Context: an optimization exercise on an open-source flow, tuned for small area and a short achievable clock period. The choices shown serve that exercise and are no tape-out recipe.
Only simulation tests tie the RTL to the original design; equivalence was not proved.

$ cat flow/standard.sh
#!/bin/bash
# synth_recipe.tcl (not shown) runs the flow's synth.tcl, then flattens the netlist and writes it again
# the make line also repeats each setting of config.mk as NAME=value (left out here)
make -C /OpenROAD-flow-scripts/flow DESIGN_CONFIG=/design/flow/config.mk WORK_HOME=/design/flow/orfs CLKGATE_MAP_FILE= SYNTH_SCRIPT=/design/flow/synth_recipe.tcl "${@:-finish}"
$ cat flow/design.v
module rs_xor2(input wire a, input wire b, output wire y);
    assign y = a ^ b;
endmodule
module rs_fbg(input wire x, input wire p, output wire y);
    assign y = ~(x & ~p);
endmodule
module rs_xnor2(input wire a, input wire b, output wire y);
    assign y = ~(a ^ b);
endmodule
module rs_inv(input wire a, output wire y);
    assign y = ~a;
endmodule
module rs_nand2(input wire a, input wire b, output wire y);
    assign y = ~(a & b);
endmodule
module reed_solomon_top(
    input  wire       clk,
    input  wire       rst_n,
    input  wire [7:0] data_in,
    output wire [7:0] code_out
);
    reg  [7:0] st;
    reg        po, dn;
    reg  [4:0] pz;    
    wire       at222 = (st == 8'h84);    
    wire       at254 = (st == 8'h80);    
    always @(posedge clk or negedge rst_n) begin
        if (!rst_n) begin
            st <= 8'h01;
            pz <= {5{1'b0}};
            po <= 1'b0;
            dn <= 1'b1;
        end else begin
            st <= {st[6:0], st[7] ^ st[5] ^ st[4] ^ st[3]};
            pz[0] <= at222 | (pz[0] & ~at254);
            pz[1] <= at222 | (pz[1] & ~at254);
            pz[2] <= at222 | (pz[2] & ~at254);
            pz[3] <= at222 | (pz[3] & ~at254);
            pz[4] <= at222 | (pz[4] & ~at254);
            po <= at222 | (po & ~at254);
            dn <= ~at222 & (dn | at254);
        end
    end
    reg  [255:0] rem;
    wire [255:0] nxt;
    wire [7:0] x;
    rs_xor2 fx0 (.a(data_in[0]), .b(rem[248]), .y(x[0]));
    wire fbn0_0;
    rs_fbg f0_0 (.x(x[0]), .p(pz[0]), .y(fbn0_0));
    wire fbn0_1;
    rs_fbg f0_1 (.x(x[0]), .p(pz[1]), .y(fbn0_1));
    wire fbn0_2;
    rs_fbg f0_2 (.x(x[0]), .p(pz[2]), .y(fbn0_2));
    wire fbn0_3;
    rs_fbg f0_3 (.x(x[0]), .p(pz[3]), .y(fbn0_3));
    wire fbn0_4;
    rs_fbg f0_4 (.x(x[0]), .p(pz[4]), .y(fbn0_4));
    wire fbn0_5;
    rs_fbg f0_5 (.x(x[0]), .p(pz[0]), .y(fbn0_5));
    rs_xor2 fx1 (.a(data_in[1]), .b(rem[249]), .y(x[1]));
    wire fbn1_0;
    rs_fbg f1_0 (.x(x[1]), .p(pz[1]), .y(fbn1_0));
    wire fbn1_1;
    rs_fbg f1_1 (.x(x[1]), .p(pz[2]), .y(fbn1_1));
    wire fbn1_2;
    rs_fbg f1_2 (.x(x[1]), .p(pz[3]), .y(fbn1_2));
    wire fbn1_3;
    rs_fbg f1_3 (.x(x[1]), .p(pz[4]), .y(fbn1_3));
    rs_xor2 fx2 (.a(data_in[2]), .b(rem[250]), .y(x[2]));
    wire fbn2_0;
    rs_fbg f2_0 (.x(x[2]), .p(pz[0]), .y(fbn2_0));
    wire fbn2_1;
    rs_fbg f2_1 (.x(x[2]), .p(pz[1]), .y(fbn2_1));
    wire fbn2_2;
    rs_fbg f2_2 (.x(x[2]), .p(pz[2]), .y(fbn2_2));
    wire fbn2_3;
    rs_fbg f2_3 (.x(x[2]), .p(pz[3]), .y(fbn2_3));
    rs_xor2 fx3 (.a(data_in[3]), .b(rem[251]), .y(x[3]));
    wire fbn3_0;
    rs_fbg f3_0 (.x(x[3]), .p(pz[4]), .y(fbn3_0));
    wire fbn3_1;
    rs_fbg f3_1 (.x(x[3]), .p(pz[0]), .y(fbn3_1));
    wire fbn3_2;
    rs_fbg f3_2 (.x(x[3]), .p(pz[1]), .y(fbn3_2));
    rs_xor2 fx4 (.a(data_in[4]), .b(rem[252]), .y(x[4]));
    wire fbn4_0;
    rs_fbg f4_0 (.x(x[4]), .p(pz[2]), .y(fbn4_0));
    wire fbn4_1;
    rs_fbg f4_1 (.x(x[4]), .p(pz[3]), .y(fbn4_1));
    rs_xor2 fx5 (.a(data_in[5]), .b(rem[253]), .y(x[5]));
    wire fbn5_0;
    rs_fbg f5_0 (.x(x[5]), .p(pz[4]), .y(fbn5_0));
    wire fbn5_1;
    rs_fbg f5_1 (.x(x[5]), .p(pz[0]), .y(fbn5_1));
    rs_xor2 fx6 (.a(data_in[6]), .b(rem[254]), .y(x[6]));
    wire fbn6_0;
    rs_fbg f6_0 (.x(x[6]), .p(pz[1]), .y(fbn6_0));
    wire fbn6_1;
    rs_fbg f6_1 (.x(x[6]), .p(pz[2]), .y(fbn6_1));
    rs_xor2 fx7 (.a(data_in[7]), .b(rem[255]), .y(x[7]));
    wire fbn7_0;
    rs_fbg f7_0 (.x(x[7]), .p(pz[3]), .y(fbn7_0));
    wire fbn7_1;
    rs_fbg f7_1 (.x(x[7]), .p(pz[4]), .y(fbn7_1));
    wire p03_0;
    wire p03_1;
    wire p03_2;
    wire p05_0;
    wire p05_1;
    wire p06_0;
    wire p06_1;
    wire p09_0;
    wire p09_1;
    wire p0a_0;
    wire p0a_1;
    wire p0c_0;
    wire p0c_1;
    wire p11_0;
    wire p12_0;
    wire p14_0;
    wire p18_0;
    wire p22_0;
    wire p30_0;
    wire p30_1;
    wire p42_0;
    wire p44_0;
    wire p48_0;
    wire p48_1;
    wire p50_0;
    wire p50_1;
    wire p60_0;
    wire p60_1;
    wire p60_2;
    wire p81_0;
    wire p82_0;
    wire p84_0;
    wire p84_1;
    wire p90_0;
    wire p90_1;
    wire pa0_0;
    wire pa0_1;
    wire p0b_0;
    wire p0e_0;
    wire p13_0;
    wire p16_0;
    wire p1b_0;
    wire p1c_0;
    wire p1d_0;
    wire p23_0;
    wire p25_0;
    wire p26_0;
    wire p27_0;
    wire p29_0;
    wire p2a_0;
    wire p2c_0;
    wire p2e_0;
    wire p31_0;
    wire p32_0;
    wire p35_0;
    wire p36_0;
    wire p38_0;
    wire p3a_0;
    wire p45_0;
    wire p47_0;
    wire p4a_0;
    wire p4c_0;
    wire p4d_0;
    wire p4e_0;
    wire p51_0;
    wire p53_0;
    wire p54_0;
    wire p55_0;
    wire p58_0;
    wire p59_0;
    wire p5a_0;
    wire p5c_0;
    wire p61_0;
    wire p62_0;
    wire p63_0;
    wire p65_0;
    wire p6a_0;
    wire p6c_0;
    wire p6c_1;
    wire p70_0;
    wire p71_0;
    wire p72_0;
    wire p74_0;
    wire p74_1;
    wire p83_0;
    wire p85_0;
    wire p89_0;
    wire p8b_0;
    wire p8d_0;
    wire p8e_0;
    wire p91_0;
    wire p93_0;
    wire p95_0;
    wire p98_0;
    wire p99_0;
    wire pa1_0;
    wire pa2_0;
    wire pa3_0;
    wire pa5_0;
    wire pa8_0;
    wire pa9_0;
    wire paa_0;
    wire paa_1;
    wire pb0_0;
    wire pb1_0;
    wire pc1_0;
    wire pc2_0;
    wire pc3_0;
    wire pc6_0;
    wire pca_0;
    wire pd1_0;
    wire pd2_0;
    wire pd4_0;
    wire pd8_0;
    wire pe1_0;
    wire pe1_1;
    wire pe2_0;
    wire pf0_0;
    rs_xor2 x_p03_0 (.a(fbn0_0), .b(fbn1_0), .y(p03_0));
    rs_xor2 x_p03_1 (.a(fbn0_1), .b(fbn1_1), .y(p03_1));
    rs_xor2 x_p03_2 (.a(fbn0_2), .b(fbn1_2), .y(p03_2));
    rs_xor2 x_p05_0 (.a(fbn0_3), .b(fbn2_0), .y(p05_0));
    rs_xor2 x_p05_1 (.a(fbn0_4), .b(fbn2_1), .y(p05_1));
    rs_xor2 x_p06_0 (.a(fbn1_3), .b(fbn2_2), .y(p06_0));
    rs_xor2 x_p06_1 (.a(fbn1_0), .b(fbn2_3), .y(p06_1));
    rs_xor2 x_p09_0 (.a(fbn0_5), .b(fbn3_0), .y(p09_0));
    rs_xor2 x_p09_1 (.a(fbn0_0), .b(fbn3_1), .y(p09_1));
    rs_xor2 x_p0a_0 (.a(fbn1_1), .b(fbn3_2), .y(p0a_0));
    rs_xor2 x_p0a_1 (.a(fbn1_2), .b(fbn3_0), .y(p0a_1));
    rs_xor2 x_p0c_0 (.a(fbn2_0), .b(fbn3_1), .y(p0c_0));
    rs_xor2 x_p0c_1 (.a(fbn2_1), .b(fbn3_2), .y(p0c_1));
    rs_xor2 x_p11_0 (.a(fbn0_1), .b(fbn4_0), .y(p11_0));
    rs_xor2 x_p12_0 (.a(fbn1_3), .b(fbn4_1), .y(p12_0));
    rs_xor2 x_p14_0 (.a(fbn2_2), .b(fbn4_0), .y(p14_0));
    rs_xor2 x_p18_0 (.a(fbn3_0), .b(fbn4_1), .y(p18_0));
    rs_xor2 x_p22_0 (.a(fbn1_0), .b(fbn5_0), .y(p22_0));
    rs_xor2 x_p30_0 (.a(fbn4_0), .b(fbn5_1), .y(p30_0));
    rs_xor2 x_p30_1 (.a(fbn4_1), .b(fbn5_0), .y(p30_1));
    rs_xor2 x_p42_0 (.a(fbn1_1), .b(fbn6_0), .y(p42_0));
    rs_xor2 x_p44_0 (.a(fbn2_3), .b(fbn6_1), .y(p44_0));
    rs_xor2 x_p48_0 (.a(fbn3_1), .b(fbn6_0), .y(p48_0));
    rs_xor2 x_p48_1 (.a(fbn3_2), .b(fbn6_1), .y(p48_1));
    rs_xor2 x_p50_0 (.a(fbn4_0), .b(fbn6_0), .y(p50_0));
    rs_xor2 x_p50_1 (.a(fbn4_1), .b(fbn6_1), .y(p50_1));
    rs_xor2 x_p60_0 (.a(fbn5_1), .b(fbn6_0), .y(p60_0));
    rs_xor2 x_p60_1 (.a(fbn5_0), .b(fbn6_1), .y(p60_1));
    rs_xor2 x_p60_2 (.a(fbn5_1), .b(fbn6_0), .y(p60_2));
    rs_xor2 x_p81_0 (.a(fbn0_2), .b(fbn7_0), .y(p81_0));
    rs_xor2 x_p82_0 (.a(fbn1_2), .b(fbn7_1), .y(p82_0));
    rs_xor2 x_p84_0 (.a(fbn2_0), .b(fbn7_0), .y(p84_0));
    rs_xor2 x_p84_1 (.a(fbn2_1), .b(fbn7_1), .y(p84_1));
    rs_xor2 x_p90_0 (.a(fbn4_0), .b(fbn7_0), .y(p90_0));
    rs_xor2 x_p90_1 (.a(fbn4_1), .b(fbn7_1), .y(p90_1));
    rs_xor2 x_pa0_0 (.a(fbn5_0), .b(fbn7_0), .y(pa0_0));
    rs_xor2 x_pa0_1 (.a(fbn5_1), .b(fbn7_1), .y(pa0_1));
    rs_xor2 x_p0b_0 (.a(p0a_0), .b(fbn0_3), .y(p0b_0));
    rs_xor2 x_p0e_0 (.a(p0c_0), .b(fbn1_3), .y(p0e_0));
    rs_xor2 x_p13_0 (.a(p12_0), .b(fbn0_4), .y(p13_0));
    rs_xor2 x_p16_0 (.a(p14_0), .b(fbn1_0), .y(p16_0));
    rs_xor2 x_p1b_0 (.a(p03_0), .b(p18_0), .y(p1b_0));
    rs_xor2 x_p1c_0 (.a(p18_0), .b(fbn2_2), .y(p1c_0));
    rs_xor2 x_p1d_0 (.a(p05_0), .b(p18_0), .y(p1d_0));
    rs_xor2 x_p23_0 (.a(p22_0), .b(fbn0_5), .y(p23_0));
    rs_xor2 x_p25_0 (.a(p05_1), .b(fbn5_0), .y(p25_0));
    rs_xor2 x_p26_0 (.a(p22_0), .b(fbn2_3), .y(p26_0));
    rs_xor2 x_p27_0 (.a(p05_0), .b(p22_0), .y(p27_0));
    rs_xor2 x_p29_0 (.a(p09_0), .b(fbn5_1), .y(p29_0));
    rs_xor2 x_p2a_0 (.a(p22_0), .b(fbn3_0), .y(p2a_0));
    rs_xor2 x_p2c_0 (.a(p0c_1), .b(fbn5_0), .y(p2c_0));
    rs_xor2 x_p2e_0 (.a(p22_0), .b(p0c_0), .y(p2e_0));
    rs_xor2 x_p31_0 (.a(p30_0), .b(fbn0_0), .y(p31_0));
    rs_xor2 x_p32_0 (.a(p30_1), .b(fbn1_1), .y(p32_0));
    rs_xor2 x_p35_0 (.a(p05_1), .b(p30_0), .y(p35_0));
    rs_xor2 x_p36_0 (.a(p06_0), .b(p30_1), .y(p36_0));
    rs_xor2 x_p38_0 (.a(p30_0), .b(fbn3_1), .y(p38_0));
    rs_xor2 x_p3a_0 (.a(p0a_1), .b(p30_1), .y(p3a_0));
    rs_xor2 x_p45_0 (.a(p44_0), .b(fbn0_1), .y(p45_0));
    rs_xor2 x_p47_0 (.a(p03_1), .b(p44_0), .y(p47_0));
    rs_xor2 x_p4a_0 (.a(p48_0), .b(fbn1_2), .y(p4a_0));
    rs_xor2 x_p4c_0 (.a(p48_1), .b(fbn2_0), .y(p4c_0));
    rs_xor2 x_p4d_0 (.a(p05_0), .b(p48_0), .y(p4d_0));
    rs_xor2 x_p4e_0 (.a(p06_1), .b(p48_1), .y(p4e_0));
    rs_xor2 x_p51_0 (.a(p50_0), .b(fbn0_2), .y(p51_0));
    rs_xor2 x_p53_0 (.a(p03_2), .b(p50_1), .y(p53_0));
    rs_xor2 x_p54_0 (.a(p50_0), .b(fbn2_1), .y(p54_0));
    rs_xor2 x_p55_0 (.a(p05_1), .b(p50_1), .y(p55_0));
    rs_xor2 x_p58_0 (.a(p50_0), .b(fbn3_2), .y(p58_0));
    rs_xor2 x_p59_0 (.a(p09_1), .b(p50_1), .y(p59_0));
    rs_xor2 x_p5a_0 (.a(p0a_0), .b(p50_0), .y(p5a_0));
    rs_xor2 x_p5c_0 (.a(p0c_1), .b(p50_1), .y(p5c_0));
    rs_xor2 x_p61_0 (.a(p60_0), .b(fbn0_3), .y(p61_0));
    rs_xor2 x_p62_0 (.a(p60_1), .b(fbn1_3), .y(p62_0));
    rs_xor2 x_p63_0 (.a(p03_0), .b(p60_2), .y(p63_0));
    rs_xor2 x_p65_0 (.a(p05_0), .b(p60_0), .y(p65_0));
    rs_xor2 x_p6a_0 (.a(p0a_1), .b(p60_1), .y(p6a_0));
    rs_xor2 x_p6c_0 (.a(p0c_0), .b(p60_2), .y(p6c_0));
    rs_xor2 x_p6c_1 (.a(p0c_1), .b(p60_0), .y(p6c_1));
    rs_xor2 x_p70_0 (.a(p60_1), .b(fbn4_0), .y(p70_0));
    rs_xor2 x_p71_0 (.a(p11_0), .b(p60_2), .y(p71_0));
    rs_xor2 x_p72_0 (.a(p12_0), .b(p60_0), .y(p72_0));
    rs_xor2 x_p74_0 (.a(p14_0), .b(p60_1), .y(p74_0));
    rs_xor2 x_p74_1 (.a(p14_0), .b(p60_2), .y(p74_1));
    rs_xor2 x_p83_0 (.a(p82_0), .b(fbn0_4), .y(p83_0));
    rs_xor2 x_p85_0 (.a(p84_0), .b(fbn0_5), .y(p85_0));
    rs_xor2 x_p89_0 (.a(p81_0), .b(fbn3_0), .y(p89_0));
    rs_xor2 x_p8b_0 (.a(p09_0), .b(p82_0), .y(p8b_0));
    rs_xor2 x_p8d_0 (.a(p09_1), .b(p84_1), .y(p8d_0));
    rs_xor2 x_p8e_0 (.a(p0a_0), .b(p84_0), .y(p8e_0));
    rs_xor2 x_p91_0 (.a(p90_0), .b(fbn0_0), .y(p91_0));
    rs_xor2 x_p93_0 (.a(p03_1), .b(p90_1), .y(p93_0));
    rs_xor2 x_p95_0 (.a(p05_1), .b(p90_0), .y(p95_0));
    rs_xor2 x_p98_0 (.a(p90_1), .b(fbn3_1), .y(p98_0));
    rs_xor2 x_p99_0 (.a(p09_0), .b(p90_0), .y(p99_0));
    rs_xor2 x_pa1_0 (.a(pa0_0), .b(fbn0_1), .y(pa1_0));
    rs_xor2 x_pa2_0 (.a(pa0_1), .b(fbn1_0), .y(pa2_0));
    rs_xor2 x_pa3_0 (.a(p03_2), .b(pa0_0), .y(pa3_0));
    rs_xor2 x_pa5_0 (.a(p05_0), .b(pa0_1), .y(pa5_0));
    rs_xor2 x_pa8_0 (.a(pa0_0), .b(fbn3_2), .y(pa8_0));
    rs_xor2 x_pa9_0 (.a(p09_1), .b(pa0_1), .y(pa9_0));
    rs_xor2 x_paa_0 (.a(p0a_1), .b(pa0_0), .y(paa_0));
    rs_xor2 x_paa_1 (.a(p0a_0), .b(pa0_1), .y(paa_1));
    rs_xor2 x_pb0_0 (.a(pa0_0), .b(fbn4_1), .y(pb0_0));
    rs_xor2 x_pb1_0 (.a(p11_0), .b(pa0_1), .y(pb1_0));
    rs_xor2 x_pc1_0 (.a(p81_0), .b(fbn6_1), .y(pc1_0));
    rs_xor2 x_pc2_0 (.a(p82_0), .b(fbn6_0), .y(pc2_0));
    rs_xor2 x_pc3_0 (.a(p81_0), .b(p42_0), .y(pc3_0));
    rs_xor2 x_pc6_0 (.a(p42_0), .b(p84_1), .y(pc6_0));
    rs_xor2 x_pca_0 (.a(p82_0), .b(p48_0), .y(pca_0));
    rs_xor2 x_pd1_0 (.a(p81_0), .b(p50_0), .y(pd1_0));
    rs_xor2 x_pd2_0 (.a(p42_0), .b(p90_1), .y(pd2_0));
    rs_xor2 x_pd4_0 (.a(p44_0), .b(p90_0), .y(pd4_0));
    rs_xor2 x_pd8_0 (.a(p48_1), .b(p90_1), .y(pd8_0));
    rs_xor2 x_pe1_0 (.a(p81_0), .b(p60_0), .y(pe1_0));
    rs_xor2 x_pe1_1 (.a(p81_0), .b(p60_1), .y(pe1_1));
    rs_xor2 x_pe2_0 (.a(p42_0), .b(pa0_0), .y(pe2_0));
    rs_xor2 x_pf0_0 (.a(p50_1), .b(pa0_1), .y(pf0_0));
    rs_xnor2 a_0 (.a(fbn3_0), .b(pe1_0), .y(nxt[0]));
    assign nxt[1] = pd2_0;
    assign nxt[2] = p4d_0;
    rs_xnor2 a_3 (.a(fbn0_2), .b(p72_0), .y(nxt[3]));
    rs_inv a_4 (.a(p0e_0), .y(nxt[4]));
    assign nxt[5] = p1d_0;
    assign nxt[6] = p3a_0;
    assign nxt[7] = p74_0;
    rs_xnor2 a_8 (.a(rem[0]), .b(p16_0), .y(nxt[8]));
    rs_xnor2 a_9 (.a(rem[1]), .b(p2c_0), .y(nxt[9]));
    rs_xor2 a_10 (.a(rem[2]), .b(p4e_0), .y(nxt[10]));
    rs_xor2 a_11 (.a(rem[3]), .b(p8b_0), .y(nxt[11]));
    rs_xnor2 a_12 (.a(rem[4]), .b(fbn0_3), .y(nxt[12]));
    rs_xnor2 a_13 (.a(rem[5]), .b(fbn1_1), .y(nxt[13]));
    rs_xor2 a_14 (.a(rem[6]), .b(p05_1), .y(nxt[14]));
    rs_xnor2 a_15 (.a(rem[7]), .b(p0b_0), .y(nxt[15]));
    wire t_16;
    rs_xor2 b_16 (.a(rem[8]), .b(fbn0_4), .y(t_16));
    rs_xnor2 a_16 (.a(t_16), .b(p4e_0), .y(nxt[16]));
    wire t_17;
    rs_xor2 b_17 (.a(rem[9]), .b(p06_0), .y(t_17));
    rs_xor2 a_17 (.a(t_17), .b(p99_0), .y(nxt[17]));
    rs_xor2 a_18 (.a(rem[10]), .b(p71_0), .y(nxt[18]));
    wire t_19;
    rs_xor2 b_19 (.a(rem[11]), .b(fbn2_2), .y(t_19));
    rs_xnor2 a_19 (.a(t_19), .b(pa9_0), .y(nxt[19]));
    rs_xor2 a_20 (.a(rem[12]), .b(p14_0), .y(nxt[20]));
    rs_xnor2 a_21 (.a(rem[13]), .b(p29_0), .y(nxt[21]));
    rs_xor2 a_22 (.a(rem[14]), .b(p53_0), .y(nxt[22]));
    wire t_23;
    rs_xor2 b_23 (.a(rem[15]), .b(fbn1_2), .y(t_23));
    rs_xnor2 a_23 (.a(t_23), .b(pa5_0), .y(nxt[23]));
    rs_xor2 a_24 (.a(rem[16]), .b(p30_0), .y(nxt[24]));
    rs_xor2 a_25 (.a(rem[17]), .b(p60_2), .y(nxt[25]));
    rs_xor2 a_26 (.a(rem[18]), .b(pf0_0), .y(nxt[26]));
    rs_xor2 a_27 (.a(rem[19]), .b(pd1_0), .y(nxt[27]));
    rs_xor2 a_28 (.a(rem[20]), .b(p93_0), .y(nxt[28]));
    rs_xnor2 a_29 (.a(rem[21]), .b(p26_0), .y(nxt[29]));
    rs_xnor2 a_30 (.a(rem[22]), .b(p4c_0), .y(nxt[30]));
    rs_xnor2 a_31 (.a(rem[23]), .b(p98_0), .y(nxt[31]));
    wire t_32, u_32;
    rs_xor2 c_32 (.a(rem[24]), .b(fbn6_1), .y(u_32));
    rs_xor2 b_32 (.a(u_32), .b(p84_0), .y(t_32));
    rs_xnor2 a_32 (.a(t_32), .b(p1b_0), .y(nxt[32]));
    wire t_33;
    rs_xor2 b_33 (.a(rem[25]), .b(p14_0), .y(t_33));
    rs_xor2 a_33 (.a(t_33), .b(paa_0), .y(nxt[33]));
    rs_xor2 a_34 (.a(rem[26]), .b(pa3_0), .y(nxt[34]));
    rs_xor2 a_35 (.a(rem[27]), .b(p99_0), .y(nxt[35]));
    wire t_36;
    rs_xor2 b_36 (.a(rem[28]), .b(p0c_0), .y(t_36));
    rs_xor2 a_36 (.a(t_36), .b(pe1_1), .y(nxt[36]));
    wire t_37;
    rs_xor2 b_37 (.a(rem[29]), .b(p03_0), .y(t_37));
    rs_xor2 a_37 (.a(t_37), .b(pd8_0), .y(nxt[37]));
    wire t_38;
    rs_xor2 b_38 (.a(rem[30]), .b(p06_1), .y(t_38));
    rs_xor2 a_38 (.a(t_38), .b(pb1_0), .y(nxt[38]));
    wire t_39;
    rs_xor2 b_39 (.a(rem[31]), .b(p03_1), .y(t_39));
    rs_xor2 a_39 (.a(t_39), .b(p6c_0), .y(nxt[39]));
    rs_xor2 a_40 (.a(rem[32]), .b(p6c_1), .y(nxt[40]));
    rs_xor2 a_41 (.a(rem[33]), .b(pd8_0), .y(nxt[41]));
    wire t_42;
    rs_xor2 b_42 (.a(rem[34]), .b(fbn2_3), .y(t_42));
    rs_xnor2 a_42 (.a(t_42), .b(pd8_0), .y(nxt[42]));
    wire t_43;
    rs_xor2 b_43 (.a(rem[35]), .b(fbn0_5), .y(t_43));
    rs_xnor2 a_43 (.a(t_43), .b(pd4_0), .y(nxt[43]));
    rs_xor2 a_44 (.a(rem[36]), .b(pc6_0), .y(nxt[44]));
    rs_xor2 a_45 (.a(rem[37]), .b(p8d_0), .y(nxt[45]));
    rs_xor2 a_46 (.a(rem[38]), .b(p1b_0), .y(nxt[46]));
    rs_xor2 a_47 (.a(rem[39]), .b(p36_0), .y(nxt[47]));
    rs_xor2 a_48 (.a(rem[40]), .b(pb1_0), .y(nxt[48]));
    rs_xor2 a_49 (.a(rem[41]), .b(p63_0), .y(nxt[49]));
    wire t_50;
    rs_xor2 b_50 (.a(rem[42]), .b(fbn1_3), .y(t_50));
    rs_xnor2 a_50 (.a(t_50), .b(p74_1), .y(nxt[50]));
    wire t_51;
    rs_xor2 b_51 (.a(rem[43]), .b(fbn0_0), .y(t_51));
    rs_xnor2 a_51 (.a(t_51), .b(p5c_0), .y(nxt[51]));
    rs_xnor2 a_52 (.a(rem[44]), .b(p0b_0), .y(nxt[52]));
    rs_xnor2 a_53 (.a(rem[45]), .b(p16_0), .y(nxt[53]));
    rs_xnor2 a_54 (.a(rem[46]), .b(p2c_0), .y(nxt[54]));
    rs_xnor2 a_55 (.a(rem[47]), .b(p58_0), .y(nxt[55]));
    rs_xnor2 a_56 (.a(rem[48]), .b(pa8_0), .y(nxt[56]));
    rs_xor2 a_57 (.a(rem[49]), .b(p50_0), .y(nxt[57]));
    rs_xnor2 a_58 (.a(rem[50]), .b(fbn3_1), .y(nxt[58]));
    wire t_59;
    rs_xor2 b_59 (.a(rem[51]), .b(fbn3_2), .y(t_59));
    rs_xnor2 a_59 (.a(t_59), .b(pb1_0), .y(nxt[59]));
    wire t_60;
    rs_xor2 b_60 (.a(rem[52]), .b(fbn1_0), .y(t_60));
    rs_xnor2 a_60 (.a(t_60), .b(pd8_0), .y(nxt[60]));
    wire t_61;
    rs_xor2 b_61 (.a(rem[53]), .b(fbn2_0), .y(t_61));
    rs_xnor2 a_61 (.a(t_61), .b(pb1_0), .y(nxt[61]));
    rs_xor2 a_62 (.a(rem[54]), .b(p6a_0), .y(nxt[62]));
    rs_xor2 a_63 (.a(rem[55]), .b(pd4_0), .y(nxt[63]));
    wire t_64;
    rs_xor2 b_64 (.a(rem[56]), .b(p0c_1), .y(t_64));
    rs_xor2 a_64 (.a(t_64), .b(pe1_0), .y(nxt[64]));
    wire t_65;
    rs_xor2 b_65 (.a(rem[57]), .b(p03_2), .y(t_65));
    rs_xor2 a_65 (.a(t_65), .b(pd8_0), .y(nxt[65]));
    rs_xor2 a_66 (.a(rem[58]), .b(p5a_0), .y(nxt[66]));
    rs_xor2 a_67 (.a(rem[59]), .b(p59_0), .y(nxt[67]));
    wire t_68;
    rs_xor2 b_68 (.a(rem[60]), .b(fbn1_1), .y(t_68));
    rs_xnor2 a_68 (.a(t_68), .b(p5c_0), .y(nxt[68]));
    wire t_69;
    rs_xor2 b_69 (.a(rem[61]), .b(p0c_0), .y(t_69));
    rs_xor2 a_69 (.a(t_69), .b(pb1_0), .y(nxt[69]));
    wire t_70;
    rs_xor2 b_70 (.a(rem[62]), .b(p09_0), .y(t_70));
    rs_xor2 a_70 (.a(t_70), .b(p72_0), .y(nxt[70]));
    wire t_71;
    rs_xor2 b_71 (.a(rem[63]), .b(p06_0), .y(t_71));
    rs_xor2 a_71 (.a(t_71), .b(pf0_0), .y(nxt[71]));
    rs_xor2 a_72 (.a(rem[64]), .b(p18_0), .y(nxt[72]));
    rs_xnor2 a_73 (.a(rem[65]), .b(p31_0), .y(nxt[73]));
    wire t_74;
    rs_xor2 b_74 (.a(rem[66]), .b(fbn3_0), .y(t_74));
    rs_xnor2 a_74 (.a(t_74), .b(p72_0), .y(nxt[74]));
    wire t_75;
    rs_xor2 b_75 (.a(rem[67]), .b(fbn7_0), .y(t_75));
    rs_xnor2 a_75 (.a(t_75), .b(p6c_0), .y(nxt[75]));
    rs_xnor2 a_76 (.a(rem[68]), .b(pc1_0), .y(nxt[76]));
    rs_xnor2 a_77 (.a(rem[69]), .b(p83_0), .y(nxt[77]));
    rs_xor2 a_78 (.a(rem[70]), .b(p06_1), .y(nxt[78]));
    rs_xor2 a_79 (.a(rem[71]), .b(p0c_1), .y(nxt[79]));
    wire t_80;
    rs_xor2 b_80 (.a(rem[72]), .b(p09_1), .y(t_80));
    rs_xor2 a_80 (.a(t_80), .b(pe2_0), .y(nxt[80]));
    wire t_81;
    rs_xor2 b_81 (.a(rem[73]), .b(p03_0), .y(t_81));
    rs_xor2 a_81 (.a(t_81), .b(pd4_0), .y(nxt[81]));
    rs_xor2 a_82 (.a(rem[74]), .b(p44_0), .y(nxt[82]));
    rs_xnor2 a_83 (.a(rem[75]), .b(p62_0), .y(nxt[83]));
    rs_xor2 a_84 (.a(rem[76]), .b(p2e_0), .y(nxt[84]));
    wire t_85;
    rs_xor2 b_85 (.a(rem[77]), .b(fbn0_1), .y(t_85));
    rs_xnor2 a_85 (.a(t_85), .b(p5c_0), .y(nxt[85]));
    wire t_86;
    rs_xor2 b_86 (.a(rem[78]), .b(fbn4_0), .y(t_86));
    rs_xnor2 a_86 (.a(t_86), .b(paa_1), .y(nxt[86]));
    wire t_87;
    rs_xor2 b_87 (.a(rem[79]), .b(fbn0_2), .y(t_87));
    rs_xnor2 a_87 (.a(t_87), .b(p74_0), .y(nxt[87]));
    wire t_88;
    rs_xor2 b_88 (.a(rem[80]), .b(fbn7_1), .y(t_88));
    rs_xnor2 a_88 (.a(t_88), .b(p36_0), .y(nxt[88]));
    wire t_89;
    rs_xor2 b_89 (.a(rem[81]), .b(fbn0_3), .y(t_89));
    rs_xnor2 a_89 (.a(t_89), .b(p6c_1), .y(nxt[89]));
    rs_xor2 a_90 (.a(rem[82]), .b(p6c_0), .y(nxt[90]));
    wire t_91;
    rs_xor2 b_91 (.a(rem[83]), .b(fbn1_2), .y(t_91));
    rs_xnor2 a_91 (.a(t_91), .b(p6c_1), .y(nxt[91]));
    wire t_92;
    rs_xor2 b_92 (.a(rem[84]), .b(fbn0_4), .y(t_92));
    rs_xnor2 a_92 (.a(t_92), .b(p6a_0), .y(nxt[92]));
    wire t_93;
    rs_xor2 b_93 (.a(rem[85]), .b(fbn1_3), .y(t_93));
    rs_xnor2 a_93 (.a(t_93), .b(pd4_0), .y(nxt[93]));
    wire t_94;
    rs_xor2 b_94 (.a(rem[86]), .b(fbn2_1), .y(t_94));
    rs_xnor2 a_94 (.a(t_94), .b(pa9_0), .y(nxt[94]));
    wire t_95;
    rs_xor2 b_95 (.a(rem[87]), .b(fbn0_5), .y(t_95));
    rs_xnor2 a_95 (.a(t_95), .b(p5a_0), .y(nxt[95]));
    wire t_96;
    rs_xor2 b_96 (.a(rem[88]), .b(fbn0_0), .y(t_96));
    rs_xnor2 a_96 (.a(t_96), .b(p2e_0), .y(nxt[96]));
    wire t_97;
    rs_xor2 b_97 (.a(rem[89]), .b(p03_1), .y(t_97));
    rs_xor2 a_97 (.a(t_97), .b(p5c_0), .y(nxt[97]));
    rs_xor2 a_98 (.a(rem[90]), .b(p90_0), .y(nxt[98]));
    rs_xnor2 a_99 (.a(rem[91]), .b(p0e_0), .y(nxt[99]));
    rs_xnor2 a_100 (.a(rem[92]), .b(p32_0), .y(nxt[100]));
    rs_xor2 a_101 (.a(rem[93]), .b(p65_0), .y(nxt[101]));
    wire t_102;
    rs_xor2 b_102 (.a(rem[94]), .b(fbn0_1), .y(t_102));
    rs_xnor2 a_102 (.a(t_102), .b(pca_0), .y(nxt[102]));
    wire t_103;
    rs_xor2 b_103 (.a(rem[95]), .b(fbn1_0), .y(t_103));
    rs_xnor2 a_103 (.a(t_103), .b(p95_0), .y(nxt[103]));
    rs_xor2 a_104 (.a(rem[96]), .b(p22_0), .y(nxt[104]));
    rs_xnor2 a_105 (.a(rem[97]), .b(p45_0), .y(nxt[105]));
    rs_xor2 a_106 (.a(rem[98]), .b(pa9_0), .y(nxt[106]));
    rs_xnor2 a_107 (.a(rem[99]), .b(p70_0), .y(nxt[107]));
    rs_xnor2 a_108 (.a(rem[100]), .b(pc2_0), .y(nxt[108]));
    rs_xor2 a_109 (.a(rem[101]), .b(p84_1), .y(nxt[109]));
    rs_xnor2 a_110 (.a(rem[102]), .b(fbn3_1), .y(nxt[110]));
    rs_xor2 a_111 (.a(rem[103]), .b(p11_0), .y(nxt[111]));
    wire t_112;
    rs_xor2 b_112 (.a(rem[104]), .b(fbn2_2), .y(t_112));
    rs_xnor2 a_112 (.a(t_112), .b(paa_0), .y(nxt[112]));
    rs_xor2 a_113 (.a(rem[105]), .b(p5c_0), .y(nxt[113]));
    rs_xnor2 a_114 (.a(rem[106]), .b(p16_0), .y(nxt[114]));
    rs_xor2 a_115 (.a(rem[107]), .b(p82_0), .y(nxt[115]));
    rs_xor2 a_116 (.a(rem[108]), .b(paa_1), .y(nxt[116]));
    rs_xor2 a_117 (.a(rem[109]), .b(p55_0), .y(nxt[117]));
    wire t_118;
    rs_xor2 b_118 (.a(rem[110]), .b(fbn0_2), .y(t_118));
    rs_xnor2 a_118 (.a(t_118), .b(paa_0), .y(nxt[118]));
    wire t_119;
    rs_xor2 b_119 (.a(rem[111]), .b(fbn1_1), .y(t_119));
    rs_xnor2 a_119 (.a(t_119), .b(p55_0), .y(nxt[119]));
    rs_xor2 a_120 (.a(rem[112]), .b(p12_0), .y(nxt[120]));
    rs_xnor2 a_121 (.a(rem[113]), .b(p25_0), .y(nxt[121]));
    rs_xor2 a_122 (.a(rem[114]), .b(p59_0), .y(nxt[122]));
    rs_xnor2 a_123 (.a(rem[115]), .b(pa1_0), .y(nxt[123]));
    rs_xnor2 a_124 (.a(rem[116]), .b(p51_0), .y(nxt[124]));
    rs_xnor2 a_125 (.a(rem[117]), .b(pa2_0), .y(nxt[125]));
    rs_xor2 a_126 (.a(rem[118]), .b(p44_0), .y(nxt[126]));
    rs_xnor2 a_127 (.a(rem[119]), .b(p89_0), .y(nxt[127]));
    wire t_128;
    rs_xor2 b_128 (.a(rem[120]), .b(fbn2_3), .y(t_128));
    rs_xnor2 a_128 (.a(t_128), .b(p99_0), .y(nxt[128]));
    wire t_129;
    rs_xor2 b_129 (.a(rem[121]), .b(fbn0_3), .y(t_129));
    rs_xnor2 a_129 (.a(t_129), .b(p3a_0), .y(nxt[129]));
    wire t_130;
    rs_xor2 b_130 (.a(rem[122]), .b(p09_0), .y(t_130));
    rs_xor2 a_130 (.a(t_130), .b(pe2_0), .y(nxt[130]));
    rs_xnor2 a_131 (.a(rem[123]), .b(p4a_0), .y(nxt[131]));
    rs_xor2 a_132 (.a(rem[124]), .b(p09_1), .y(nxt[132]));
    rs_xnor2 a_133 (.a(rem[125]), .b(p13_0), .y(nxt[133]));
    rs_xor2 a_134 (.a(rem[126]), .b(p27_0), .y(nxt[134]));
    rs_xor2 a_135 (.a(rem[127]), .b(p4e_0), .y(nxt[135]));
    rs_xnor2 a_136 (.a(rem[128]), .b(p61_0), .y(nxt[136]));
    rs_xnor2 a_137 (.a(rem[129]), .b(pc2_0), .y(nxt[137]));
    wire t_138;
    rs_xor2 b_138 (.a(rem[130]), .b(fbn2_0), .y(t_138));
    rs_xnor2 a_138 (.a(t_138), .b(pe1_1), .y(nxt[138]));
    wire t_139;
    rs_xor2 b_139 (.a(rem[131]), .b(fbn0_4), .y(t_139));
    rs_xnor2 a_139 (.a(t_139), .b(paa_1), .y(nxt[139]));
    rs_xor2 a_140 (.a(rem[132]), .b(p36_0), .y(nxt[140]));
    rs_xor2 a_141 (.a(rem[133]), .b(p6c_0), .y(nxt[141]));
    rs_xor2 a_142 (.a(rem[134]), .b(pd8_0), .y(nxt[142]));
    rs_xnor2 a_143 (.a(rem[135]), .b(pb0_0), .y(nxt[143]));
    rs_xor2 a_144 (.a(rem[136]), .b(p12_0), .y(nxt[144]));
    rs_xnor2 a_145 (.a(rem[137]), .b(p25_0), .y(nxt[145]));
    rs_xor2 a_146 (.a(rem[138]), .b(p59_0), .y(nxt[146]));
    rs_xnor2 a_147 (.a(rem[139]), .b(pa1_0), .y(nxt[147]));
    rs_xnor2 a_148 (.a(rem[140]), .b(p51_0), .y(nxt[148]));
    rs_xnor2 a_149 (.a(rem[141]), .b(pa2_0), .y(nxt[149]));
    rs_xor2 a_150 (.a(rem[142]), .b(p44_0), .y(nxt[150]));
    rs_xnor2 a_151 (.a(rem[143]), .b(p89_0), .y(nxt[151]));
    rs_xnor2 a_152 (.a(rem[144]), .b(fbn0_5), .y(nxt[152]));
    rs_xnor2 a_153 (.a(rem[145]), .b(fbn1_2), .y(nxt[153]));
    rs_xnor2 a_154 (.a(rem[146]), .b(fbn2_1), .y(nxt[154]));
    rs_xnor2 a_155 (.a(rem[147]), .b(fbn3_2), .y(nxt[155]));
    rs_xnor2 a_156 (.a(rem[148]), .b(fbn4_1), .y(nxt[156]));
    rs_xnor2 a_157 (.a(rem[149]), .b(fbn5_1), .y(nxt[157]));
    rs_xnor2 a_158 (.a(rem[150]), .b(fbn6_0), .y(nxt[158]));
    rs_xnor2 a_159 (.a(rem[151]), .b(fbn7_0), .y(nxt[159]));
    rs_xor2 a_160 (.a(rem[152]), .b(p4e_0), .y(nxt[160]));
    wire t_161;
    rs_xor2 b_161 (.a(rem[153]), .b(fbn2_2), .y(t_161));
    rs_xnor2 a_161 (.a(t_161), .b(p99_0), .y(nxt[161]));
    wire t_162;
    rs_xor2 b_162 (.a(rem[154]), .b(fbn0_0), .y(t_162));
    rs_xnor2 a_162 (.a(t_162), .b(p74_1), .y(nxt[162]));
    rs_xor2 a_163 (.a(rem[155]), .b(pa5_0), .y(nxt[163]));
    rs_xnor2 a_164 (.a(rem[156]), .b(fbn2_3), .y(nxt[164]));
    rs_xor2 a_165 (.a(rem[157]), .b(p09_0), .y(nxt[165]));
    rs_xnor2 a_166 (.a(rem[158]), .b(p13_0), .y(nxt[166]));
    rs_xor2 a_167 (.a(rem[159]), .b(p27_0), .y(nxt[167]));
    rs_xnor2 a_168 (.a(rem[160]), .b(p2a_0), .y(nxt[168]));
    rs_xnor2 a_169 (.a(rem[161]), .b(p54_0), .y(nxt[169]));
    rs_xnor2 a_170 (.a(rem[162]), .b(p83_0), .y(nxt[170]));
    rs_xnor2 a_171 (.a(rem[163]), .b(p2c_0), .y(nxt[171]));
    rs_xor2 a_172 (.a(rem[164]), .b(p72_0), .y(nxt[172]));
    wire t_173;
    rs_xor2 b_173 (.a(rem[165]), .b(fbn2_0), .y(t_173));
    rs_xnor2 a_173 (.a(t_173), .b(pe1_0), .y(nxt[173]));
    rs_xor2 a_174 (.a(rem[166]), .b(pca_0), .y(nxt[174]));
    rs_xor2 a_175 (.a(rem[167]), .b(p95_0), .y(nxt[175]));
    rs_xnor2 a_176 (.a(rem[168]), .b(p54_0), .y(nxt[176]));
    rs_xor2 a_177 (.a(rem[169]), .b(pa9_0), .y(nxt[177]));
    rs_xor2 a_178 (.a(rem[170]), .b(p06_0), .y(nxt[178]));
    rs_xnor2 a_179 (.a(rem[171]), .b(p58_0), .y(nxt[179]));
    wire t_180;
    rs_xor2 b_180 (.a(rem[172]), .b(fbn2_1), .y(t_180));
    rs_xnor2 a_180 (.a(t_180), .b(pe1_1), .y(nxt[180]));
    rs_xor2 a_181 (.a(rem[173]), .b(pca_0), .y(nxt[181]));
    rs_xor2 a_182 (.a(rem[174]), .b(p95_0), .y(nxt[182]));
    rs_xnor2 a_183 (.a(rem[175]), .b(p2a_0), .y(nxt[183]));
    rs_xnor2 a_184 (.a(rem[176]), .b(p29_0), .y(nxt[184]));
    rs_xor2 a_185 (.a(rem[177]), .b(p53_0), .y(nxt[185]));
    rs_xor2 a_186 (.a(rem[178]), .b(p8e_0), .y(nxt[186]));
    rs_xor2 a_187 (.a(rem[179]), .b(p35_0), .y(nxt[187]));
    rs_xor2 a_188 (.a(rem[180]), .b(p42_0), .y(nxt[188]));
    rs_xnor2 a_189 (.a(rem[181]), .b(p85_0), .y(nxt[189]));
    rs_xor2 a_190 (.a(rem[182]), .b(p0a_1), .y(nxt[190]));
    rs_xor2 a_191 (.a(rem[183]), .b(p14_0), .y(nxt[191]));
    rs_xor2 a_192 (.a(rem[184]), .b(pe1_0), .y(nxt[192]));
    rs_xor2 a_193 (.a(rem[185]), .b(pc3_0), .y(nxt[193]));
    wire t_194;
    rs_xor2 b_194 (.a(rem[186]), .b(fbn1_3), .y(t_194));
    rs_xnor2 a_194 (.a(t_194), .b(p65_0), .y(nxt[194]));
    wire t_195;
    rs_xor2 b_195 (.a(rem[187]), .b(fbn0_1), .y(t_195));
    rs_xnor2 a_195 (.a(t_195), .b(p2e_0), .y(nxt[195]));
    wire t_196;
    rs_xor2 b_196 (.a(rem[188]), .b(p14_0), .y(t_196));
    rs_xor2 a_196 (.a(t_196), .b(paa_0), .y(nxt[196]));
    wire t_197;
    rs_xor2 b_197 (.a(rem[189]), .b(fbn3_0), .y(t_197));
    rs_xnor2 a_197 (.a(t_197), .b(p74_0), .y(nxt[197]));
    wire t_198;
    rs_xor2 b_198 (.a(rem[190]), .b(fbn3_1), .y(t_198));
    rs_xnor2 a_198 (.a(t_198), .b(pf0_0), .y(nxt[198]));
    rs_xor2 a_199 (.a(rem[191]), .b(pf0_0), .y(nxt[199]));
    rs_xor2 a_200 (.a(rem[192]), .b(p8e_0), .y(nxt[200]));
    rs_xnor2 a_201 (.a(rem[193]), .b(p1c_0), .y(nxt[201]));
    wire t_202;
    rs_xor2 b_202 (.a(rem[194]), .b(fbn7_1), .y(t_202));
    rs_xnor2 a_202 (.a(t_202), .b(p36_0), .y(nxt[202]));
    wire t_203;
    rs_xor2 b_203 (.a(rem[195]), .b(fbn0_2), .y(t_203));
    rs_xnor2 a_203 (.a(t_203), .b(pe2_0), .y(nxt[203]));
    rs_xor2 a_204 (.a(rem[196]), .b(p48_0), .y(nxt[204]));
    rs_xnor2 a_205 (.a(rem[197]), .b(p91_0), .y(nxt[205]));
    rs_xnor2 a_206 (.a(rem[198]), .b(p23_0), .y(nxt[206]));
    rs_xor2 a_207 (.a(rem[199]), .b(p47_0), .y(nxt[207]));
    wire t_208;
    rs_xor2 b_208 (.a(rem[200]), .b(p0a_0), .y(t_208));
    rs_xor2 a_208 (.a(t_208), .b(p74_1), .y(nxt[208]));
    wire t_209, u_209;
    rs_xor2 c_209 (.a(rem[201]), .b(fbn7_0), .y(u_209));
    rs_xor2 b_209 (.a(u_209), .b(p60_0), .y(t_209));
    rs_xnor2 a_209 (.a(t_209), .b(p1d_0), .y(nxt[209]));
    rs_xnor2 a_210 (.a(rem[202]), .b(p85_0), .y(nxt[210]));
    rs_xor2 a_211 (.a(rem[203]), .b(p74_0), .y(nxt[211]));
    wire t_212;
    rs_xor2 b_212 (.a(rem[204]), .b(fbn1_0), .y(t_212));
    rs_xnor2 a_212 (.a(t_212), .b(p95_0), .y(nxt[212]));
    wire t_213;
    rs_xor2 b_213 (.a(rem[205]), .b(fbn0_3), .y(t_213));
    rs_xnor2 a_213 (.a(t_213), .b(p2e_0), .y(nxt[213]));
    wire t_214;
    rs_xor2 b_214 (.a(rem[206]), .b(p03_2), .y(t_214));
    rs_xor2 a_214 (.a(t_214), .b(p5c_0), .y(nxt[214]));
    wire t_215, u_215;
    rs_xor2 c_215 (.a(rem[207]), .b(fbn5_0), .y(u_215));
    rs_xor2 b_215 (.a(u_215), .b(p84_0), .y(t_215));
    rs_xnor2 a_215 (.a(t_215), .b(p1b_0), .y(nxt[215]));
    rs_xnor2 a_216 (.a(rem[208]), .b(fbn1_1), .y(nxt[216]));
    rs_xor2 a_217 (.a(rem[209]), .b(p05_0), .y(nxt[217]));
    rs_xor2 a_218 (.a(rem[210]), .b(p09_1), .y(nxt[218]));
    rs_xor2 a_219 (.a(rem[211]), .b(p11_0), .y(nxt[219]));
    rs_xnor2 a_220 (.a(rem[212]), .b(fbn5_1), .y(nxt[220]));
    rs_xnor2 a_221 (.a(rem[213]), .b(fbn6_1), .y(nxt[221]));
    rs_xnor2 a_222 (.a(rem[214]), .b(fbn7_1), .y(nxt[222]));
    rs_xnor2 a_223 (.a(rem[215]), .b(fbn0_4), .y(nxt[223]));
    rs_xor2 a_224 (.a(rem[216]), .b(p18_0), .y(nxt[224]));
    rs_xnor2 a_225 (.a(rem[217]), .b(p31_0), .y(nxt[225]));
    wire t_226;
    rs_xor2 b_226 (.a(rem[218]), .b(fbn3_2), .y(t_226));
    rs_xnor2 a_226 (.a(t_226), .b(p72_0), .y(nxt[226]));
    wire t_227;
    rs_xor2 b_227 (.a(rem[219]), .b(fbn7_0), .y(t_227));
    rs_xnor2 a_227 (.a(t_227), .b(p6c_1), .y(nxt[227]));
    rs_xnor2 a_228 (.a(rem[220]), .b(pc1_0), .y(nxt[228]));
    rs_xnor2 a_229 (.a(rem[221]), .b(p83_0), .y(nxt[229]));
    rs_xor2 a_230 (.a(rem[222]), .b(p06_1), .y(nxt[230]));
    rs_xor2 a_231 (.a(rem[223]), .b(p0c_0), .y(nxt[231]));
    rs_xor2 a_232 (.a(rem[224]), .b(p1b_0), .y(nxt[232]));
    rs_xor2 a_233 (.a(rem[225]), .b(p36_0), .y(nxt[233]));
    wire t_234;
    rs_xor2 b_234 (.a(rem[226]), .b(p03_0), .y(t_234));
    rs_xor2 a_234 (.a(t_234), .b(p74_1), .y(nxt[234]));
    wire t_235;
    rs_xor2 b_235 (.a(rem[227]), .b(p05_1), .y(t_235));
    rs_xor2 a_235 (.a(t_235), .b(pf0_0), .y(nxt[235]));
    wire t_236;
    rs_xor2 b_236 (.a(rem[228]), .b(fbn0_5), .y(t_236));
    rs_xnor2 a_236 (.a(t_236), .b(pf0_0), .y(nxt[236]));
    wire t_237;
    rs_xor2 b_237 (.a(rem[229]), .b(fbn0_0), .y(t_237));
    rs_xnor2 a_237 (.a(t_237), .b(pe2_0), .y(nxt[237]));
    rs_xor2 a_238 (.a(rem[230]), .b(pc6_0), .y(nxt[238]));
    rs_xor2 a_239 (.a(rem[231]), .b(p8d_0), .y(nxt[239]));
    rs_xor2 a_240 (.a(rem[232]), .b(p71_0), .y(nxt[240]));
    rs_xor2 a_241 (.a(rem[233]), .b(pe2_0), .y(nxt[241]));
    wire t_242;
    rs_xor2 b_242 (.a(rem[234]), .b(fbn2_2), .y(t_242));
    rs_xnor2 a_242 (.a(t_242), .b(pb1_0), .y(nxt[242]));
    rs_xor2 a_243 (.a(rem[235]), .b(p1b_0), .y(nxt[243]));
    rs_xor2 a_244 (.a(rem[236]), .b(p47_0), .y(nxt[244]));
    rs_xor2 a_245 (.a(rem[237]), .b(p8e_0), .y(nxt[245]));
    rs_xnor2 a_246 (.a(rem[238]), .b(p1c_0), .y(nxt[246]));
    rs_xnor2 a_247 (.a(rem[239]), .b(p38_0), .y(nxt[247]));
    rs_xor2 a_248 (.a(rem[240]), .b(p8e_0), .y(nxt[248]));
    rs_xnor2 a_249 (.a(rem[241]), .b(p1c_0), .y(nxt[249]));
    wire t_250;
    rs_xor2 b_250 (.a(rem[242]), .b(fbn7_1), .y(t_250));
    rs_xnor2 a_250 (.a(t_250), .b(p36_0), .y(nxt[250]));
    wire t_251;
    rs_xor2 b_251 (.a(rem[243]), .b(fbn0_1), .y(t_251));
    rs_xnor2 a_251 (.a(t_251), .b(pe2_0), .y(nxt[251]));
    rs_xor2 a_252 (.a(rem[244]), .b(p48_1), .y(nxt[252]));
    rs_xnor2 a_253 (.a(rem[245]), .b(p91_0), .y(nxt[253]));
    rs_xnor2 a_254 (.a(rem[246]), .b(p23_0), .y(nxt[254]));
    rs_xor2 a_255 (.a(rem[247]), .b(p47_0), .y(nxt[255]));
    always @(posedge clk or negedge rst_n) begin
        if (!rst_n) rem <= 256'd0;
        else        rem <= nxt;
    end
    wire [7:0] sd, sr;
    genvar g;
    generate for (g = 0; g < 8; g = g + 1) begin : omux
        rs_nand2 nd (.a(data_in[g]), .b(dn), .y(sd[g]));
        rs_nand2 nr (.a(rem[248+g]), .b(po), .y(sr[g]));
        rs_nand2 no (.a(sd[g]), .b(sr[g]), .y(code_out[g]));
    end endgenerate
endmodule
$ cat flow/constraint.sdc
create_clock -name core_clock -period 4.0 [get_ports {clk}]
set_input_delay 0.8000 -clock core_clock [delete_from_list [all_inputs] [get_ports {clk}]]
set_output_delay 0.8000 -clock core_clock [all_outputs]
set_load 0.01 [all_outputs]
$ cat flow/config.mk
export PLATFORM = sky130hd
export DESIGN_NAME = reed_solomon_top
export DESIGN_NICKNAME = reed_solomon_top
export VERILOG_FILES = /design/flow/design.v
export SDC_FILE = /design/flow/constraint.sdc
export NUM_CORES = 4
export LEC_CHECK = 0
export CAP_MARGIN = 20
export CORE_MARGIN = 2
export CORE_UTILIZATION = 40
export CTS_CLUSTER_DIAMETER = 100
export CTS_CLUSTER_SIZE = 24
export SETUP_SLACK_MARGIN = 1.8
export SLEW_MARGIN = 20
export SYNTH_HIERARCHICAL = 1
export SYNTH_MINIMUM_KEEP_SIZE = 0
$ cat flow/flow/run.sh
#!/bin/bash
set -euo pipefail
CTS="-sink_clustering_enable -repair_clock_nets -sink_clustering_size 24 -sink_clustering_max_diameter 100 -dont_use_dummy_load"
bash standard.sh "BUFFER_PORTS_ARGS=-buffer_cell sky130_fd_sc_hd__buf_2" "CTS_ARGS=$CTS" finish > standard.log 2>&1
==> flow_summary.ini, run 1 <==
[synthesis]
yosysWarnings = 7
avgSynthCellArea_um2 = 14.2
synth.distinct_cells = 12
netlist_instances = 789
ys_ff_latch = 271
ys_seq_area_share_pct = 60.7
syn-cell-area_mm2 = 0.0112
synth_fp_nets = 799

[critical_path]
cp-end-kind = register
cpMostUsedCell = xor2_4
worstSetupPathType = register to register
cpPeakStageDelay_ps = 440
cp.required_ps = 4410
slowest_stage = xor2_4
critical_path.cell_chain = xor2_2 > nand2b_4 > xor2_4 > buf_4 > xor2_4 > xor2_1
rrSetupSlack_ps = 1800
critPathMaxFanout = 7
arrival_ps = 2610
critPathLaunchType = register

[routing]
drt_iter0_drc = 379
wl_um = 29300
avgViaCountPerCell = 4.49
antenna_left = 0
drt_first_pass_iters = 4
wl_per_cell_um = 22.9
drc = 0
routed-via-count = 5745

[outcome]
run_status = complete, no violations

[sta]
period_needed_ps = 2200
finalSetupTns_ps = 0
grt_setup_unrepaired = yes
layout_setup_ws_ps = 1800
setup_violations = 0
tightest_slew_ps = 865
final_hold_viol_count = 0
relSlewSlack_pct = 42.3
finalMaxSlewViolations = 0
max_freq_mhz = 455
fin_crit_sh_pct = 54.9
finalClockSkew_ps = 51.4

[placement]
dp_slack_ps = 936
port_buffers = 17
dp_hpwl_um = 20100
place.gp.congestion = 0.847
dp_cells = 1194

[global_route]
grt_max_degree = 108
grt_pass1_vias = 6199
grt_pass1_wl_um = 43300
overflow = 0
grt_use_met2_pct = 34.7
grt-busiest-layer = met2
antenna_found_initial = 1
gr-usage-met1_pct = 30.0
use_met3_pct = 2.88
grtUsageTotal_pct = 21.2

[clock_tree]
clkTransAtPathRegs_ps = 90
clk_latency_ps = 500
clockBufferDepth = 3
htreeDepth = 1
root_buffer = clkbuf_16
holdBufCountCts = 0
clock_sinks = 271
cts_tree = yes
cts_buffers = 15

[final_layout]
seq_area_mm2 = 0.00678
multi_input_area_mm2 = 0.00576
drive_above_1_share_pct = 24.6
nNetsFinal = 913
antenna_cells = 0
stdcell_count = 1279
final_common_cell = dfrtp_1
final_cell_mix = dfrtp_1, xor2_1, xnor2_1
area_growth_pct = 28.2
fillCellCount = 2299
post-route-util_pct = 51.9

[floorplanning]
start_util_pct = 40.5
pin_count = 18
die_area_mm2 = 0.0293
dieWidth_um = 171
rows = 61
die_h_um = 171
coreArea_mm2 = 0.0276

[run]
cap_viol_max_count = 0

[worst_hold_path]
hp-class = input port to asynchronous set/reset pin
[cell families after synthesis]
kind of cell	after synthesis	share of synthesized area, %
DFF	271	60.7
buffers and inverters	2	0.0672
xor gates and xnor gates	457	35.8
and+or+nand+nor	52	2.56
muxes	7	0.895
[worst max-delay path: cells and delay by family (launching register included)]
kind	cells	cell delay (ps)
AND/OR/NAND/NOR	1	280
flip-flops	1	420
XOR/XNOR	4	1180
buffers and inverters	1	220
[final timing paths]
check                               from  endpoint  cells after the start
worst min register to register   rem[18]   rem[26]                      1
min in group core_clock          rem[18]   rem[26]                      1
worst max register to register  rem[254]   rem[90]                      6
worst max-delay path            rem[254]   rem[90]                      6
max in group asynchronous          rst_n  rem[133]                      2
worst min-delay path               rst_n     st[1]                      1
[layer usage]
metal / part of all wire [%] / up-vias
met5: 0 / -
met4: 2.9 / 0
met3: 3.7 / 40
met2: 48 / 116
met1: 46 / 3011
li1: - / 2578
[per-module statistics from Yosys (local to each module, per instance)]
| module | copies in the design | cells inside |
|---|---|---|
| reed_solomon_top | 1 | 285 |
| rs_fbg | 25 | 1 |
| rs_inv | 1 | 1 |
| rs_nand2 | 24 | 1 |
| rs_xnor2 | 134 | 1 |
| rs_xor2 | 320 | 1 |
[per-stage QoR]
step / instance area [um^2] / hold slack [ps]
4_1_cts: 13800 / 381
3_5_place_dp: 12800 / 367
6_report: 14300 / 371
5_1_grt: 14300 / 380
2_1_floorplan: 12100 / 355
3_3_place_gp: 12800 / 357
[sequential cells by signal (all words and copies together), names as in the netlist]
signal,flops
dn,1
rem,256
st,8
po,1
pz,5
[synth_stat cells]
cell | instances | share of area (%)
inv_1 | 2 | 0.067
mux2i_1 | 1 | 0.090
xnor2_1 | 136 | 11
dfstp_2 | 2 | 0.47
nand2_1 | 24 | 0.81
dfrtp_1 | 269 | 60
mux2_4 | 6 | 0.81
xor2_1 | 321 | 25
nor4b_4 | 1 | 0.21
nand2b_1 | 25 | 1.4
nor3_1 | 1 | 0.045
nand2_4 | 1 | 0.10
[area by class of cell]
type | count | area share, %
inverters | 2 | 0.0524
flip-flops and latches | 271 | 47.3
multi-input cells | 516 | 40.2
clock buffers | 15 | 2.62
well taps | 378 | 3.30
repair buffers | 97 | 6.51
[timing repair]
action | CTS | global route
pin swaps | 20 | 13
setup endpoints to repair | 168 | 115
buffers inserted | 41 | 29
resized for setup | 29 | 17
==> inputs of run 2 (changes only) <==
--- a/flow/config.mk
+++ b/flow/config.mk
@@ -10,7 +10,7 @@
 export CORE_UTILIZATION = 40
 export CTS_CLUSTER_DIAMETER = 100
 export CTS_CLUSTER_SIZE = 24
-export SETUP_SLACK_MARGIN = 1.8
+export SETUP_SLACK_MARGIN = 1.6
 export SLEW_MARGIN = 20
 export SYNTH_HIERARCHICAL = 1
 export SYNTH_MINIMUM_KEEP_SIZE = 0
==> flow_summary.ini, run 2 <==
[clock_tree]
cts_buffers = 15
htreeDepth = 1
cts_tree = yes
root_buffer = clkbuf_16
clock_sinks = 271
clkTransAtPathRegs_ps = 100
holdBufCountCts = 0
clockBufferDepth = 3
clk_latency_ps = 490

[placement]
dp_slack_ps = 280
port_buffers = 17
place.gp.congestion = 0.869
dp_cells = 1231
dpl-instance-area_mm2 = 0.0123
dp_hpwl_um = 20700

[routing]
drc = 0
avgViaCountPerCell = 4.54
wl_per_cell_um = 22.9
drt_first_pass_iters = 4
antenna_left = 0
wl_um = 28800
drt_iter0_drc = 338
routed-via-count = 5690

[final_layout]
largest_reg_flops = 256
reg_top3 = rem: 256 flops, st: 8 flops, pz: 5 flops
antenna_cells = 0
post-route-util_pct = 47.7
final_cell_mix = xor2_1, dfrtp_1, xnor2_1
top_register = rem
drive_above_1_share_pct = 18.0
final_common_cell = xor2_1
stdcell_count = 1254
stdcell_area_mm2 = 0.0132
area_growth_pct = 17.8
nNetsFinal = 888
fillCellCount = 2454

[critical_path]
r2r_start = rem[251]
cp-end-kind = register
rrSetupSlack_ps = 1570
startpoint = rem[251]
reg2reg_depth = 5
cp.required_ps = 4350
worstSetupPathType = register to register
critPathLaunchType = register
arrival_ps = 2780
critPathMaxFanout = 8

[global_route]
overflow = 0
grt_pass1_vias = 6165
antenna_found_initial = 0
grtUsageTotal_pct = 20.8
grt_pass1_wl_um = 42700
grt_max_degree = 78

[synthesis]
ys_ff_latch = 271
syn-cell-area_mm2 = 0.0112
yosys-top-cells-area = dfrtp_1, xor2_1, xnor2_1
yosysTopAreaCell = dfrtp_1
synth_most_common_cell = xor2_1
synth_top_area_share_pct = 60.2
avgSynthCellArea_um2 = 14.2
synth_edf_count = 0
yosysWarnings = 7
synth.distinct_cells = 12
synth_flop_cell = dfrtp_1
async_flop_share_pct = 100
ys_seq_area_share_pct = 60.7
netlist_instances = 789
synthTopCellsByCount = xor2_1, dfrtp_1, xnor2_1
synth_fp_nets = 799

[sta]
whs_ps = 276
fin_crit_sh_pct = 60.6
finalMaxSlewViolations = 0
relSlewSlack_pct = 53.0
final_hold_viol_count = 0
setup_violations = 0
tightest_slew_ps = 702
grt_setup_unrepaired = yes
period_needed_ps = 2430
max_freq_mhz = 412
layout_setup_ws_ps = 1570
finalSetupTns_ps = 0
finalClockSkew_ps = 23.0

[floorplanning]
die_area_mm2 = 0.0293
start_util_pct = 40.5
die_h_um = 171
dieWidth_um = 171
rows = 61
pin_count = 18
coreArea_mm2 = 0.0276

[worst_hold_path]
hp-class = input port to asynchronous set/reset pin

[run]
cap_viol_max_count = 0

[outcome]
run_status = complete, no violations
==> run 2: path summary, 6_finish.rpt <==
kind	endpoint
max	rem[60]
min	rem[251]
max reg2reg	rem[60]
min reg2reg	st[7]
max in group asynchronous	rem[160]
min in group core_clock	st[7]
==> run 2: cell type report <==
class                      count  area, um^2  share of cell area, %
timing repair buffer          72         558                   4.24
tap                          378         473                   3.59
clock buffer                  15         375                   2.85
sequential                   271        6780                   51.5
inverter                       2        7.51                 0.0570
multi-input combinational    516        4980                   37.8
==> run 2: cell families after synthesis <==
family	count (synthesis)	share of synthesized area, %
xor+xnor	457	35.8
buf+inv	2	0.0672
mux	7	0.895
flops	271	60.7
simple gates	52	2.56
==> run 2: worst max-delay path, cell delays in order, from the launching register on <==
cell and delay, ps:
dfrtp_1 420, xor2_2 320, nand2b_2 350, xor2_1 540, xor2_2 480, xnor2_1 160
==> run 2: Yosys stat by module, one instance, submodules excluded <==
module	copies in the design	cell area (um^2)
reed_solomon_top	1	6950
rs_nand2	24	3.75
rs_xor2	320	8.76
rs_fbg	25	6.26
rs_xnor2	134	8.76
rs_inv	1	3.75
==> run 2: repair_timing <==
| action | in CTS | in global routing |
|---|---|---|
| setup buffers | 5 | 3 |
| gates cloned | 0 | 0 |
| setup endpoints to repair | 119 | 95 |
| gates resized for setup | 37 | 17 |
| pin swaps | 2 | 1 |
==> run 2: metal layers <==
layer / track usage, % / vias up / wire [um] / part of all wire, %
li1: - / 2537 / - / -
met1: 29.3 / 2988 / 12700 / 44
met2: 33.3 / 130 / 13700 / 48
met3: 4.00 / 35 / 1630 / 5.7
met4: 5.12 / 0 / 687 / 2.4
met5: 0 / - / 0 / 0

re-timing with driven ports:
Ports are ideal in the flow. The routed layouts listed here were re-timed in OpenROAD.
Step 1 (the two cells are an assumption about what drives the block):
set clk [get_ports {clk}]
set_driving_cell -lib_cell sky130_fd_sc_hd__clkbuf_16 $clk
set_driving_cell -lib_cell sky130_fd_sc_hd__buf_2 [delete_from_list [all_inputs] $clk]
Step 2 times the ports against the registers' clock, not the clock port: input delays grow and output delays shrink by t, the midpoint of the rising clock arrivals with the driver on.
Three values: ideal ports, drivers, drivers and shift; two values: the first two.
run | t (ns) | slack for setup (ns) | clock arrival spread, ns
run 1 | 0.523 | 1.804 / 1.763 / 1.334 | 0.058 / 0.058
run 2 | 0.525 | 1.574 / 1.574 / 1.098 | 0.027 / 0.028
After both steps every run listed still meets setup and hold. The setup slack of run 2, which loses most, moves by 0.000 ns with the drivers and by -0.476 ns with both steps.
